This design comes from an exercise in tuning for a short achievable clock period and few clock cycles on the open sky130 flow, not from production work. In this exercise RTL edits were held to simulation tests only and were not proved equivalent to the original. Power and IR drop assume default switching activity.

==> run D <==
==> flow/design.v <==
module riscv_core (
    input         clk,rst_n,
    input  [31:0] instr,  
    input  [31:0] ReadData,  
    output [31:0] PCF,  
    output        MemWriteM,     
    output [31:0] ALUResultM,  
    output [31:0] WriteDataM,  
    output [2:0]  funct3M
);
    reg  [31:0] pc_q;
    reg  [31:0] rf [1:31];
    reg         vE;
    reg         brE, jalrE, ldE, stE, wrE, cstE, predE, retE, fuseE;
    reg  [4:0]  rdE;
    reg  [2:0]  f3E;
    reg  [3:0]  bixE;
    reg  [31:0] A, B, S, cnstE, altE;          
    reg         auiE;                          
    reg  [19:0] uimmE;
    reg         opAdd, opSub, opSll, opSlt, opSltu, opXor, opSrl, opSra, opOr, opAnd;
    reg         jrPend;
    reg  [31:0] jrTgt;
    reg         memWM, ldM, wrM;
    reg  [4:0]  rdM;
    reg  [2:0]  f3M;
    reg  [31:0] resM, wdM;
    reg  [31:0] ras0, ras1, ras2, ras3;
    reg         pushP, popP;
    reg  [31:0] pushV;
    reg  [15:0] bhtV, bhtT;
    reg         bhtWe, bhtD;
    reg  [3:0]  bhtI;
    assign PCF        = pc_q;
    assign MemWriteM  = memWM;
    assign ALUResultM = resM;
    assign WriteDataM = wdM;
    assign funct3M    = f3M;
    wire [4:0]  op   = instr[6:2];
    wire [4:0]  rs1  = instr[19:15];
    wire [4:0]  rs2  = instr[24:20];
    wire [4:0]  rd   = instr[11:7];
    wire [2:0]  f3   = instr[14:12];
    wire        isLUI  = (op == 5'b01101);
    wire        isAUI  = (op == 5'b00101);
    wire        isJAL  = (op == 5'b11011);
    wire        isJALR = (op == 5'b11001);
    wire        isBR   = (op == 5'b11000);
    wire        isLD   = (op == 5'b00000);
    wire        isST   = (op == 5'b01000);
    wire        isOPI  = (op == 5'b00100);
    wire        isOP   = (op == 5'b01100);
    wire        use1 = isJALR | isBR | isLD | isST | isOPI | isOP;
    wire        use2 = isBR | isST | isOP;
    wire        wrD  = (isLUI | isAUI | isJAL | isJALR | isLD | isOPI | isOP) & (rd != 5'd0);
    wire [31:0] immI = {{20{instr[31]}}, instr[31:20]};
    wire [31:0] immS = {{20{instr[31]}}, instr[31:25], instr[11:7]};
    wire [31:0] immB = {{20{instr[31]}}, instr[7], instr[30:25], instr[11:8], 1'b0};
    wire [31:0] immJ = {{12{instr[31]}}, instr[19:12], instr[20], instr[30:21], 1'b0};
    wire [31:0] immU = {instr[31:12], 12'b0};
    wire [31:0] pc4  = pc_q + 32'd4;
    wire [19:0] c0H  = cnstE[31:12];
    wire [19:0] auH  = c0H + uimmE;
    wire [19:0] auHp = c0H + uimmE + 20'd1;
    wire [19:0] auHm = c0H + uimmE + 20'hFFFFF;
    wire [31:0] cval = {auiE ? auH : c0H, cnstE[11:0]};
    wire        sgn  = instr[31];
    wire [19:0] pcH  = pc_q[31:12];
    wire [19:0] pcHp = pcH + 20'd1;
    wire [19:0] pcHm = pcH - 20'd1;
    wire [11:0] pcJ  = pc_q[31:20];
    wire [11:0] pcJp = pcJ + 12'd1;
    wire [11:0] pcJm = pcJ - 12'd1;
    wire [19:0] cH   = cval[31:12];
    wire [19:0] cHp  = auiE ? auHp : c0H + 20'd1;
    wire [19:0] cHm  = auiE ? auHm : c0H - 20'd1;
    wire [12:0] loB  = {1'b0, pc_q[11:0]} + {1'b0, immB[11:0]};
    wire [20:0] loJ  = {1'b0, pc_q[19:0]} + {1'b0, immJ[19:0]};
    wire [12:0] loR  = {1'b0, cnstE[11:0]} + {1'b0, immI[11:0]};
    wire [31:0] tB   = {sgn ? (loB[12] ? pcH : pcHm) : (loB[12] ? pcHp : pcH), loB[11:0]};
    wire [31:0] tJ   = {sgn ? (loJ[20] ? pcJ : pcJm) : (loJ[20] ? pcJp : pcJ), loJ[19:0]};
    wire [31:0] tR   = {sgn ? (loR[12] ? cH : cHm) : (loR[12] ? cHp : cH), loR[11:0]};
    wire        rs1link = (rs1 == 5'd1) | (rs1 == 5'd5);
    wire        rdlink  = (rd  == 5'd1) | (rd  == 5'd5);
    wire        push    = (isJAL | isJALR) & rdlink;
    wire        pop     = isJALR & rs1link & ~rdlink;
    wire        ret     = pop;
    wire [31:0] rtop    = pushP ? pushV : (popP ? ras1 : ras0);
    wire [3:0]  bix     = pc_q[5:2];
    wire        bhit    = bhtV[bix];
    wire        bpred   = bhit ? bhtT[bix] : instr[31];
    reg  [31:0] rd1, rd2;
    integer k;
    always @(*) begin
        rd1 = 32'd0;
        rd2 = 32'd0;
        for (k = 1; k < 32; k = k + 1) begin
            rd1 = rd1 | ({32{rs1 == k}} & rf[k]);
            rd2 = rd2 | ({32{rs2 == k}} & rf[k]);
        end
    end
    wire        exE = vE & ~jrPend;            
    wire        fE1 = exE & wrE & (rdE == rs1);
    wire        fM1 = wrM & (rdM == rs1);
    wire        fE2 = exE & wrE & (rdE == rs2);
    wire        fM2 = wrM & (rdM == rs2);
    wire        fuse = isJALR & exE & cstE & fE1;
    wire [31:0] resMW = ldM ? ReadData : resM;
    wire        stall = exE & ldE & ((use1 & fE1) | (use2 & fE2));
    wire [31:0] sum  = A + (opSub ? ~B : B) + {31'd0, opSub};
    wire        ltu  = A < B;
    wire        lt   = (A[31] ^ B[31]) ? A[31] : ltu;
    wire        eq   = (A == B);
    wire [31:0] shl  = A << B[4:0];
    wire signed [32:0] shx = {opSra & A[31], A};
    wire [32:0] shr  = shx >>> B[4:0];
    wire [31:0] res = ({32{opAdd | opSub}} & sum)
                    | ({32{opSll}} & shl)
                    | ({32{opSrl | opSra}} & shr[31:0])
                    | ({32{opSlt}} & {31'd0, lt})
                    | ({32{opSltu}} & {31'd0, ltu})
                    | ({32{opXor}} & (A ^ B))
                    | ({32{opOr}} & (A | B))
                    | ({32{opAnd}} & (A & B))
                    | ({32{cstE}} & cval);
    wire        cmp    = f3E[2] ? (f3E[1] ? ltu : lt) : eq;
    wire        taken  = cmp ^ f3E[0];
    wire        mispBr = exE & brE & (taken ^ predE);
    wire        jrBad  = exE & jalrE & ~(fuseE | (retE & (sum[31:1] == altE[31:1])));
    wire        kill   = mispBr | jrPend;      
    wire        selJ = ~stall & isJAL;
    wire        selB = ~stall & isBR & bpred;
    wire        selR = ~stall & fuse;
    wire        selT = ~stall & ret & ~fuse;
    wire        sel4 = ~stall & ~(isJAL | (isBR & bpred) | fuse | ret);
    wire [31:0] npcFD = ({32{selJ}} & tJ)
                      | ({32{selB}} & tB)
                      | ({32{selR}} & {tR[31:1], 1'b0})
                      | ({32{selT}} & rtop)
                      | ({32{sel4}} & pc4)
                      | ({32{stall}} & pc_q);
    always @(posedge clk) begin
        if (!rst_n)
            pc_q <= 32'd0;
        else if (jrPend)
            pc_q <= jrTgt;
        else if (mispBr)
            pc_q <= altE;
        else
            pc_q <= npcFD;
    end
    always @(posedge clk) begin
        if (!rst_n)
            jrPend <= 1'b0;
        else
            jrPend <= jrBad;
        jrTgt <= {sum[31:1], 1'b0};
    end
    always @(posedge clk) begin
        if (!rst_n) begin
            pushP <= 1'b0;
            popP  <= 1'b0;
        end else begin
            pushP <= push & ~stall & ~kill;
            popP  <= pop & ~stall & ~kill;
        end
        pushV <= pc4;
        if (!rst_n) begin
            ras0 <= 32'd0; ras1 <= 32'd0; ras2 <= 32'd0; ras3 <= 32'd0;
        end else if (pushP) begin
            ras0 <= pushV; ras1 <= ras0; ras2 <= ras1; ras3 <= ras2;
        end else if (popP) begin
            ras0 <= ras1; ras1 <= ras2; ras2 <= ras3;
        end
    end
    always @(posedge clk) begin
        if (!rst_n)
            bhtWe <= 1'b0;
        else
            bhtWe <= exE & brE;
        bhtI <= bixE;
        bhtD <= taken;
        if (!rst_n) begin
            bhtV <= 16'd0;
            bhtT <= 16'd0;
        end else if (bhtWe) begin
            bhtV[bhtI] <= 1'b1;
            bhtT[bhtI] <= bhtD;
        end
    end
    always @(posedge clk) begin
        if (!rst_n)
            vE <= 1'b0;
        else
            vE <= ~kill & ~stall;
        brE   <= isBR;
        jalrE <= isJALR;
        ldE   <= isLD;
        stE   <= isST;
        wrE   <= wrD;
        cstE  <= isLUI | isAUI | isJAL | isJALR;
        predE <= bpred;
        retE  <= ret;
        fuseE <= fuse;
        rdE   <= rd;
        f3E   <= f3;
        bixE  <= bix;
        A     <= fE1 ? res : (fM1 ? resMW : rd1);
        S     <= fE2 ? res : (fM2 ? resMW : rd2);
        B     <= (isOP | isBR) ? (fE2 ? res : (fM2 ? resMW : rd2)) : (isST ? immS : immI);
        cnstE <= isLUI ? immU : (isAUI ? pc_q : pc4);
        auiE  <= isAUI;
        uimmE <= instr[31:12];
        altE  <= isBR ? (bpred ? pc4 : tB) : rtop;
        opAdd  <= isLD | isST | ((isOP | isOPI) & (f3 == 3'b000) & ~(isOP & instr[30]));
        opSub  <= isOP & (f3 == 3'b000) & instr[30];
        opSll  <= (isOP | isOPI) & (f3 == 3'b001);
        opSlt  <= (isOP | isOPI) & (f3 == 3'b010);
        opSltu <= (isOP | isOPI) & (f3 == 3'b011);
        opXor  <= (isOP | isOPI) & (f3 == 3'b100);
        opSrl  <= (isOP | isOPI) & (f3 == 3'b101) & ~instr[30];
        opSra  <= (isOP | isOPI) & (f3 == 3'b101) & instr[30];
        opOr   <= (isOP | isOPI) & (f3 == 3'b110);
        opAnd  <= (isOP | isOPI) & (f3 == 3'b111);
    end
    always @(posedge clk) begin
        if (!rst_n) begin
            memWM <= 1'b0;
            wrM   <= 1'b0;
        end else begin
            memWM <= exE & stE;
            wrM   <= exE & wrE;
        end
        ldM  <= ldE;
        rdM  <= rdE;
        f3M  <= f3E;
        resM <= res;
        wdM  <= S;
    end
    always @(posedge clk) begin
        if (wrM)
            rf[rdM] <= resMW;
    end
endmodule
==> flow/run.sh <==
#!/bin/bash
# synth_recipe.tcl (not shown) runs the flow's synth.tcl, then flattens the netlist and writes it again
# the make line also repeats each setting of config.mk as NAME=value (left out here)
make -C /OpenROAD-flow-scripts/flow DESIGN_CONFIG=/design/flow/config.mk WORK_HOME=/design/flow/orfs CLKGATE_MAP_FILE= SYNTH_SCRIPT=/design/flow/synth_recipe.tcl finish
==> flow/config.mk <==
export PLATFORM = sky130hd
export DESIGN_NAME = riscv_core
export DESIGN_NICKNAME = riscv_core
export VERILOG_FILES = /design/flow/design.v
export SDC_FILE = /design/flow/constraint.sdc
export NUM_CORES = 4
export LEC_CHECK = 0
export ABC_CLOCK_PERIOD_IN_PS = 2500
export CAP_MARGIN = 20
export CORE_MARGIN = 2
export CORE_UTILIZATION = 40
export PLACE_DENSITY = 0.5
export SETUP_SLACK_MARGIN = 5
export SLEW_MARGIN = 20
export TNS_END_PERCENT = 100
==> flow/constraint.sdc <==
create_clock -name core_clock -period 10.0 [get_ports {clk}]
set_input_delay 2.0000 -clock core_clock [delete_from_list [all_inputs] [get_ports {clk}]]
set_output_delay 2.0000 -clock core_clock [all_outputs]
set_load 0.01 [all_outputs]
==> run C: changes against run D <==
--- a/flow/design.v
+++ b/flow/design.v
@@ -129,9 +129,11 @@
     wire        jrBad  = exE & jalrE & ~(fuseE | (retE & (sum[31:1] == altE[31:1])));
     wire        kill   = mispBr | jrPend;      
-    wire        selJ = ~stall & isJAL;
-    wire        selB = ~stall & isBR & bpred;
-    wire        selR = ~stall & fuse;
-    wire        selT = ~stall & ret & ~fuse;
-    wire        sel4 = ~stall & ~(isJAL | (isBR & bpred) | fuse | ret);
+    wire        hold = ~jrPend & stall;
+    wire        go   = ~jrPend & ~stall;
+    wire        selJ = go & isJAL;
+    wire        selB = go & isBR & bpred;
+    wire        selR = go & fuse;
+    wire        selT = go & ret & ~fuse;
+    wire        sel4 = go & ~(isJAL | (isBR & bpred) | fuse | ret);
     wire [31:0] npcFD = ({32{selJ}} & tJ)
                       | ({32{selB}} & tB)
@@ -139,11 +141,10 @@
                       | ({32{selT}} & rtop)
                       | ({32{sel4}} & pc4)
-                      | ({32{stall}} & pc_q);
+                      | ({32{hold}} & pc_q)
+                      | ({32{jrPend}} & jrTgt);
     always @(posedge clk) begin
         if (!rst_n)
             pc_q <= 32'd0;
-        else if (jrPend)
-            pc_q <= jrTgt;
-        else if (mispBr)
+        else if (mispBr)                       
             pc_q <= altE;
         else
==> flow/flow/run.sh (new file) <==
#!/bin/bash
# Layout flow: the standard flow (standard.sh: ORFS synthesis and layout
# steps, the standard flow's SDC unchanged) with two changes to how the layout is made:
#  - the resizer repairs setup towards a tighter target than the 10 ns clock
#    (SETUP_SLACK_MARGIN 7), so the achieved period is as short as it can get;
#  - the slow OR3/OR4 cells are kept out of technology mapping (added to the
#    platform's own don't-use list), so abc builds carry chains from faster gates.
# The full output of the flow goes to standard_flow.log in this folder.
set -euo pipefail
here=$(pwd)
DU=" sky130_fd_sc_hd__probe_p_8 sky130_fd_sc_hd__probec_p_8 sky130_fd_sc_hd__lpflow_bleeder_1 sky130_fd_sc_hd__lpflow_clkbufkapwr_1 sky130_fd_sc_hd__lpflow_clkbufkapwr_16 sky130_fd_sc_hd__lpflow_clkbufkapwr_2 sky130_fd_sc_hd__lpflow_clkbufkapwr_4 sky130_fd_sc_hd__lpflow_clkbufkapwr_8 sky130_fd_sc_hd__lpflow_clkinvkapwr_1 sky130_fd_sc_hd__lpflow_clkinvkapwr_16 sky130_fd_sc_hd__lpflow_clkinvkapwr_2 sky130_fd_sc_hd__lpflow_clkinvkapwr_4 sky130_fd_sc_hd__lpflow_clkinvkapwr_8 sky130_fd_sc_hd__lpflow_decapkapwr_12 sky130_fd_sc_hd__lpflow_decapkapwr_3 sky130_fd_sc_hd__lpflow_decapkapwr_4 sky130_fd_sc_hd__lpflow_decapkapwr_6 sky130_fd_sc_hd__lpflow_decapkapwr_8 sky130_fd_sc_hd__lpflow_inputiso0n_1 sky130_fd_sc_hd__lpflow_inputiso0p_1 sky130_fd_sc_hd__lpflow_inputiso1n_1 sky130_fd_sc_hd__lpflow_inputiso1p_1 sky130_fd_sc_hd__lpflow_inputisolatch_1 sky130_fd_sc_hd__lpflow_isobufsrc_1 sky130_fd_sc_hd__lpflow_isobufsrc_16 sky130_fd_sc_hd__lpflow_isobufsrc_2 sky130_fd_sc_hd__lpflow_isobufsrc_4 sky130_fd_sc_hd__lpflow_isobufsrc_8 sky130_fd_sc_hd__lpflow_isobufsrckapwr_16 sky130_fd_sc_hd__lpflow_lsbuf_lh_hl_isowell_tap_1 sky130_fd_sc_hd__lpflow_lsbuf_lh_hl_isowell_tap_2 sky130_fd_sc_hd__lpflow_lsbuf_lh_hl_isowell_tap_4 sky130_fd_sc_hd__lpflow_lsbuf_lh_isowell_4 sky130_fd_sc_hd__lpflow_lsbuf_lh_isowell_tap_1 sky130_fd_sc_hd__lpflow_lsbuf_lh_isowell_tap_2 sky130_fd_sc_hd__lpflow_lsbuf_lh_isowell_tap_4  sky130_fd_sc_hd__or3_1 sky130_fd_sc_hd__or3_2 sky130_fd_sc_hd__or3_4 sky130_fd_sc_hd__or3b_1 sky130_fd_sc_hd__or3b_2 sky130_fd_sc_hd__or3b_4 sky130_fd_sc_hd__or4_1 sky130_fd_sc_hd__or4_2 sky130_fd_sc_hd__or4_4 sky130_fd_sc_hd__or4b_1 sky130_fd_sc_hd__or4b_2 sky130_fd_sc_hd__or4b_4 sky130_fd_sc_hd__or4bb_1 sky130_fd_sc_hd__or4bb_2 sky130_fd_sc_hd__or4bb_4"
bash standard.sh SETUP_SLACK_MARGIN=7 "DONT_USE_CELLS=$DU" finish > "$here/standard_flow.log" 2>&1
==> flow/standard.sh (new file) <==
#!/bin/bash
# synth_recipe.tcl (not shown) runs the flow's synth.tcl, then flattens the netlist and writes it again
# the make line also repeats each setting of config.mk as NAME=value (left out here)
make -C /OpenROAD-flow-scripts/flow DESIGN_CONFIG=/design/flow/config.mk WORK_HOME=/design/flow/orfs CLKGATE_MAP_FILE= SYNTH_SCRIPT=/design/flow/synth_recipe.tcl "${@:-finish}"
removed: flow/run.sh
==> run A: changes against run D <==
==> flow/flow/run.sh (new file) <==
#!/bin/bash
# Layout flow: the standard flow (standard.sh: ORFS synthesis and layout
# steps, the standard flow's SDC unchanged) with two changes to how the layout is made:
#  - the resizer repairs setup towards a tighter target than the 10 ns clock
#    (SETUP_SLACK_MARGIN 7), so the achieved period is as short as it can get;
#  - the slow OR3/OR4 cells are kept out of technology mapping (added to the
#    platform's own don't-use list), so abc builds carry chains from faster gates.
# The full output of the flow goes to standard_flow.log in this folder.
set -euo pipefail
here=$(pwd)
DU=" sky130_fd_sc_hd__probe_p_8 sky130_fd_sc_hd__probec_p_8 sky130_fd_sc_hd__lpflow_bleeder_1 sky130_fd_sc_hd__lpflow_clkbufkapwr_1 sky130_fd_sc_hd__lpflow_clkbufkapwr_16 sky130_fd_sc_hd__lpflow_clkbufkapwr_2 sky130_fd_sc_hd__lpflow_clkbufkapwr_4 sky130_fd_sc_hd__lpflow_clkbufkapwr_8 sky130_fd_sc_hd__lpflow_clkinvkapwr_1 sky130_fd_sc_hd__lpflow_clkinvkapwr_16 sky130_fd_sc_hd__lpflow_clkinvkapwr_2 sky130_fd_sc_hd__lpflow_clkinvkapwr_4 sky130_fd_sc_hd__lpflow_clkinvkapwr_8 sky130_fd_sc_hd__lpflow_decapkapwr_12 sky130_fd_sc_hd__lpflow_decapkapwr_3 sky130_fd_sc_hd__lpflow_decapkapwr_4 sky130_fd_sc_hd__lpflow_decapkapwr_6 sky130_fd_sc_hd__lpflow_decapkapwr_8 sky130_fd_sc_hd__lpflow_inputiso0n_1 sky130_fd_sc_hd__lpflow_inputiso0p_1 sky130_fd_sc_hd__lpflow_inputiso1n_1 sky130_fd_sc_hd__lpflow_inputiso1p_1 sky130_fd_sc_hd__lpflow_inputisolatch_1 sky130_fd_sc_hd__lpflow_isobufsrc_1 sky130_fd_sc_hd__lpflow_isobufsrc_16 sky130_fd_sc_hd__lpflow_isobufsrc_2 sky130_fd_sc_hd__lpflow_isobufsrc_4 sky130_fd_sc_hd__lpflow_isobufsrc_8 sky130_fd_sc_hd__lpflow_isobufsrckapwr_16 sky130_fd_sc_hd__lpflow_lsbuf_lh_hl_isowell_tap_1 sky130_fd_sc_hd__lpflow_lsbuf_lh_hl_isowell_tap_2 sky130_fd_sc_hd__lpflow_lsbuf_lh_hl_isowell_tap_4 sky130_fd_sc_hd__lpflow_lsbuf_lh_isowell_4 sky130_fd_sc_hd__lpflow_lsbuf_lh_isowell_tap_1 sky130_fd_sc_hd__lpflow_lsbuf_lh_isowell_tap_2 sky130_fd_sc_hd__lpflow_lsbuf_lh_isowell_tap_4  sky130_fd_sc_hd__or3_1 sky130_fd_sc_hd__or3_2 sky130_fd_sc_hd__or3_4 sky130_fd_sc_hd__or3b_1 sky130_fd_sc_hd__or3b_2 sky130_fd_sc_hd__or3b_4 sky130_fd_sc_hd__or4_1 sky130_fd_sc_hd__or4_2 sky130_fd_sc_hd__or4_4 sky130_fd_sc_hd__or4b_1 sky130_fd_sc_hd__or4b_2 sky130_fd_sc_hd__or4b_4 sky130_fd_sc_hd__or4bb_1 sky130_fd_sc_hd__or4bb_2 sky130_fd_sc_hd__or4bb_4"
bash standard.sh SETUP_SLACK_MARGIN=7 "DONT_USE_CELLS=$DU" finish > "$here/standard_flow.log" 2>&1
==> flow/standard.sh (new file) <==
#!/bin/bash
# synth_recipe.tcl (not shown) runs the flow's synth.tcl, then flattens the netlist and writes it again
# the make line also repeats each setting of config.mk as NAME=value (left out here)
make -C /OpenROAD-flow-scripts/flow DESIGN_CONFIG=/design/flow/config.mk WORK_HOME=/design/flow/orfs CLKGATE_MAP_FILE= SYNTH_SCRIPT=/design/flow/synth_recipe.tcl "${@:-finish}"
removed: flow/run.sh
==> run notes <==
Critical Path End A[27]; post-CTS sizing 78; stages on the worst setup path 12; CP cell instances clkdlybuf4s50_1, buf_4, or3b_2, nor2_4, buf_4, buf_4, a22oi_1, nand4_1, nor3_1, nand2_1, o211ai_1, o21ai_0; Layout area overhead 16.3%; met1 Use GR between 40% and 50%; Critical Path AT around 6 ns; share of power burned in registers 43.9%; Peak VDD IR roughly 0.14 mV; commonest cells in the netlist edfxtp_1 (992), a22oi_1 (644), dfxtp_1 (549), nand2_1 (489), nor2_1 (470); Inst Count DP about 9,400; Hold Slack ~0.32 ns; status timing/DRC/antenna clean; Final Core Density around 47%; Post-layout nets between 7,000 and 8,000; multi-input combinational area share 38.9%; worst-margin pin slew 1.26 ns; xor/xnor share of the synthesized area under 10%; Reg2Reg Launch Point opSub; Worst-Skew Late Latency 0.86 ns; most frequent CP cell buf_4
the above is filed under run D

==> run notes <==
status timing/DRC/antenna clean; Peak VDD IR about 0.16 mV; post-CTS sizing ~1,900; Post-layout nets 8,176; met1 Use GR just under 50%; share of power burned in registers ~40%; Inst Count DP around 9,300; Hold Slack approximately 0.32 ns; Critical Path AT ~5 ns; Critical Path End pc_q[19]; Reg2Reg Launch Point uimmE[0]; xor/xnor share of the synthesized area 3.19%; Worst-Skew Late Latency ~0.90 ns; CP cell instances buf_6, buf_12, and2_4, fa_2, a211oi_4, o21a_1, o31a_1, buf_4, o21ai_4, buf_8, and3_4, buf_4, buf_6, nand2_4, xnor2_2, o211ai_1, a31oi_1; stages on the worst setup path 17; multi-input combinational area share 38.0%
the above is filed under run C

==> run notes <==
Critical Path AT roughly 5 ns; xor/xnor share of the synthesized area under 10%; Inst Count DP 9,345; multi-input combinational area share a little under two fifths; Final Core Density a little under three fifths; status timing/DRC/antenna clean; post-CTS sizing approximately 2,000; Critical Path End pc_q[14]; Layout area overhead 40.1%; Hold Slack ~0.32 ns; Peak VDD IR around 0.14 mV; share of power burned in registers between 40% and 50%; commonest cells in the netlist edfxtp_1 (992), dfxtp_1 (549), nor2_1 (480), nand2_1 (468), a22oi_1 (464); met1 Use GR between 40 and 50%
the above is filed under run A

Testbench counts of run D, summed over its fixed seeds: cycles 90,405.
Testbench counts of run C, summed over its fixed seeds: cycles 90,405.
Testbench counts of run A, summed over its fixed seeds: cycles 90,405.

-- separate check: timing with driven ports --
No port has a modelled driver above. Below, the same layouts with a new extraction and two added sets of constraints.
Step 1 sets driving cells, clkbuf_16 on the clock port and buf_2 on the other inputs (assumed; they add their load-dependent delay and slew).
Step 2 adds t to the input delays and takes it off the output delays; t is the mean of the earliest and latest rising clock arrival at the registers after step 1. Input paths then give back, and output paths get back, about the clock's delay inside the block.
Slacks: no drivers / after step 1 / after step 2; pairs: no drivers / after step 1.
run	t, ns	slack for setup (ns)	worst setup path after step 2	clock arrival spread, ns	worst slew at a driven data input, ns
run D	0.925	4.918 / 4.983 / 4.057	input to register	0.047 / 0.047	0.12
run C	0.953	5.696 / 5.755 / 4.802	input to register	0.081 / 0.080	0.10
run A	0.961	5.601 / 5.631 / 4.670	input to register	0.060 / 0.059	0.09
After both steps setup and hold are still met in every run listed. For run A, which loses most, drivers alone change the setup slack by +0.030 ns; drivers and shift together by -0.931 ns.
